Background: an optimization exercise with open tools, aiming at small area and a short achievable clock period. Do not read the settings as production practice.
Where RTL was checked, it was by simulation tests only, not by an equivalence proof against the original.
Power figures rest on the tool's default switching activity, not on a simulated workload.

==> build 83 <==
## Power_Spec_Cal
module Power_Spec_Cal(
           input wire clk,
           input wire rst,
           input wire dv,
           input wire [9:0] xk_index,
           input wire [24:0] fft_data_out_re,
           input wire [24:0] fft_data_out_im,
           output reg [49:0] Power_Spec,
           output reg data_valid,
           output reg dv_FFT
       );
reg [0:1] dv_reg;
always @(posedge clk or posedge rst) begin
    if (rst == 1'b1) begin
        dv_reg[0] <= 1'b0;
        dv_reg[1] <= 1'b0;
        data_valid <= 1'b0;
        dv_FFT <= 1'b0;
    end else begin
        dv_reg[0] <= dv & xk_index[9];
        dv_reg[1] <= dv_reg[0];
        data_valid <= dv_reg[1];
        dv_FFT <= dv;
    end
end
reg [24:0] re1, im1;
always @(posedge clk) begin re1 <= fft_data_out_re; im1 <= fft_data_out_im; end
reg [227:0] r2;
always @(posedge clk) r2[0] <= w0;
always @(posedge clk) r2[1] <= w674;
always @(posedge clk) r2[2] <= w722;
always @(posedge clk) r2[3] <= w1348;
always @(posedge clk) r2[4] <= w2148;
always @(posedge clk) r2[5] <= w2680;
always @(posedge clk) r2[6] <= w1360;
always @(posedge clk) r2[7] <= w2152;
always @(posedge clk) r2[8] <= w2681;
always @(posedge clk) r2[9] <= w2156;
always @(posedge clk) r2[10] <= w2684;
always @(posedge clk) r2[11] <= w2685;
always @(posedge clk) r2[12] <= w2688;
always @(posedge clk) r2[13] <= w2689;
always @(posedge clk) r2[14] <= w2692;
always @(posedge clk) r2[15] <= w2169;
always @(posedge clk) r2[16] <= w2176;
always @(posedge clk) r2[17] <= w2696;
  ...
Settings: LEC_CHECK=0, CAP_MARGIN=20, CORE_MARGIN=2, CORE_UTILIZATION=40, CTS_CLUSTER_DIAMETER=120, CTS_CLUSTER_SIZE=25, PLACE_DENSITY=0.6, SLEW_MARGIN=20, SYNTH_HIERARCHICAL=1, SYNTH_MINIMUM_KEEP_SIZE=0; clock period 8.0 ns.
standard.sh (not shown) runs the stock make flow with config.mk's settings and CLKGATE_MAP_FILE= SYNTH_SCRIPT=/design/flow/synth_recipe.tcl, a recipe that flattens the netlist after the stock synthesis.
==> flow/flow/run.sh <==
#!/bin/bash
set -euo pipefail
MARGIN=$(cat flow/margin.txt)
PORTBUF=$(cat flow/port_buffer.txt)
bash standard.sh "SETUP_SLACK_MARGIN=$MARGIN" "BUFFER_PORTS_ARGS=-buffer_cell $PORTBUF" finish > standard_flow.log 2>&1
==> flow/flow/margin.txt <==
5.3
==> flow/flow/port_buffer.txt <==
sky130_fd_sc_hd__buf_2
==> inputs of build 1, as changes to build 83 <==
==> flow/flow/port_buffer.txt (replaced) <==
sky130_fd_sc_hd__buf_1
==> comparison table <==
| item | build 1 | build 83 |
|---|---|---|
| Sequential fraction of total cell area | 36.2% | 36.1% |
| Number of instances in the placed design | 3085 | 3084 |
| Final Wtd Congestion | 0.834 | 0.838 |
| Sequential Power Share | 41.0% | 41.2% |
| Outcome | finished clean | finished clean |
| Instance area after placement | 28200 um2 | 28300 um2 |
| Half-perimeter wire length after detailed placement | 43700 um | 43800 um |
| Final Skew | 25.6 ps | 22.3 ps |
| Non-clock buffers, area share | 3.27% | 3.59% |
| Logic depth of the worst setup path including buffers | 10 | 1 |
| Clock tree cell share of total cell area | 2.28% | 2.28% |
| Share of layout cells above drive strength 1 | 8.00% | 11.3% |
| Power drawn by the combinational cells | 4.76 mW | 4.75 mW |
| Total of clock buffers placed in the layout | 26 | 25 |
| Number of DRC markers after the initial detailed-route iteration | 1451 | 1492 |
| Measured slew at the worst slew-check pin | 603 ps | 628 ps |
| Leakage | 11.4 nW | 11.5 nW |
| Cell with the largest stage delay on the worst path | dfxtp_2 | dfrtp_1 |
| Maximum fanout count along the critical path | 4 | 1 |
No run of this note included a check of the RTL's function; only the layout flow was run.

==> onyx: inputs <==
Another version of the RTL of Power_Spec_Cal (not shown whole).
export LEC_CHECK = 0
export CAP_MARGIN = 20
export CORE_MARGIN = 2
export CORE_UTILIZATION = 40
export CTS_CLUSTER_DIAMETER = 120
export CTS_CLUSTER_SIZE = 28
export PLACE_DENSITY = 0.6
export SLEW_MARGIN = 20
export SYNTH_HIERARCHICAL = 1
export SYNTH_MINIMUM_KEEP_SIZE = 0
create_clock -name core_clock -period 8.0 [get_ports {clk}]
==> flow/flow/port_buffer.txt <==
sky130_fd_sc_hd__buf_2
Scripts as last shown in full above: flow/flow/run.sh, flow/flow/margin.txt
==> delta: changes against onyx <==
- CORE_UTILIZATION: 40 -> 55
- CTS_CLUSTER_SIZE: 28 -> 25
- PLACE_DENSITY: 0.6 -> 0.7
==> harbor: changes against onyx <==
==> flow/flow/run.sh (replaced) <==
#!/bin/bash
# Layout flow: the standard ORFS flow (standard.sh: standard synthesis,
# floorplan, place, CTS, route, finish), with these changes to how the layout
# is optimised; the clock period and all constraints stay the design's:
#  - the port buffers that the standard flow inserts are the cell in
#    flow/port_buffer.txt instead of the resizer's default choice;
#  - before the resizer's design repair, flow/presize.tcl gives the heavily
#    loaded input registers a stronger drive (same flip-flop type).
# Every tool's output goes to the ORFS logs under orfs/logs/, and the make
# output to standard_flow.log in this folder.
set -euo pipefail
MARGIN=$(cat flow/margin.txt)
PORTBUF=$(cat flow/port_buffer.txt)
bash standard.sh "SETUP_SLACK_MARGIN=$MARGIN" "BUFFER_PORTS_ARGS=-buffer_cell $PORTBUF" \
  "PRE_RESIZE_TCL=$PWD/flow/presize.tcl" finish > standard_flow.log 2>&1
==> flow/flow/port_buffer.txt (replaced) <==
sky130_fd_sc_hd__buf_1
==> flow/flow/presize.tcl (new file) <==
set lc [get_lib_cell sky130_fd_sc_hd__dfxtp_4]
set n 0
foreach inst [get_cells -quiet {re1* im1*}] {
  if {[get_property [get_property $inst liberty_cell] name] eq "sky130_fd_sc_hd__dfxtp_1"} {
    replace_cell $inst $lc
    incr n
  }
}
puts "presize: $n input registers set to dfxtp_4"
- CTS_CLUSTER_SIZE: 28 -> 25
==> impl_metrics.tcl <==
set metrics [dict create \
    worst_hold_slack_ns 0.321 \
    nClkBuffers 26 \
    outcome "no timing/DRC/antenna violations" \
    nNonClkBuffers 163 \
    grt_max_degree 26 \
]
the above is filed under delta

==> impl_metrics.tcl <==
set metrics [dict create \
    worst_hold_slack_ns 0.323 \
    grt_max_degree 27 \
    rows 95 \
    hold_end "Power_Spec[7]$_DFF_P_" \
    powerSeq_uw 4300 \
    outcome "no timing/DRC/antenna violations" \
]
the above is filed under harbor

==> impl_metrics.tcl <==
set metrics [dict create \
    reg2reg_to "r2[188]$_DFF_P_" \
    outcome "no timing/DRC/antenna violations" \
    seq_area_mm2 0.0106 \
    final_cell_mix "571 x nand2_1, 554 x fa_1, 514 x dfxtp_1" \
    crit_chain "buf_4 -> inv_1 -> nor2_1 -> fa_1 -> fa_1 -> fa_1" \
    min_path_cells 0 \
    nNonClkBuffers 163 \
    worst_hold_slack_ns 0.333 \
]
the above is filed under onyx

what the ideal ports hide:
Ports are ideal in the flow. The routed layouts listed here were re-timed in OpenROAD.
Step 1, drivers: a clkbuf_16 drives clk and a buf_2 each remaining input, both assumed.
Step 2 also shifts input and output timing later by t, the mid clock arrival at the registers, as if the neighbouring blocks saw the same clock.
a / b / c = ideal / step 1 / step 2; a / b = the first two.
run | t (ns) | setup WS [ns] | hold slack, ns | worst setup path at the end | slew at the worst register clock pin (ns)
build 83 | 0.663 | 5.301 / 5.242 / 5.332 | 0.314 / 0.314 / 0.314 | register to register | 0.11 / 0.11
build 1 | 0.644 | 5.316 / 5.277 / 5.316 | 0.330 / 0.330 / 0.330 | register to register | 0.11 / 0.11
onyx | 0.639 | 5.322 / 5.273 / 5.322 | 0.333 / 0.333 / 0.333 | register to register | 0.12 / 0.12
delta | 0.641 | 5.299 / 5.252 / 5.299 | 0.321 / 0.321 / 0.321 | register to register | 0.11 / 0.11
harbor | 0.649 | 5.320 / 5.260 / 5.330 | 0.323 / 0.323 / 0.323 | register to register | 0.12 / 0.12
After both steps every run listed still meets setup and hold.
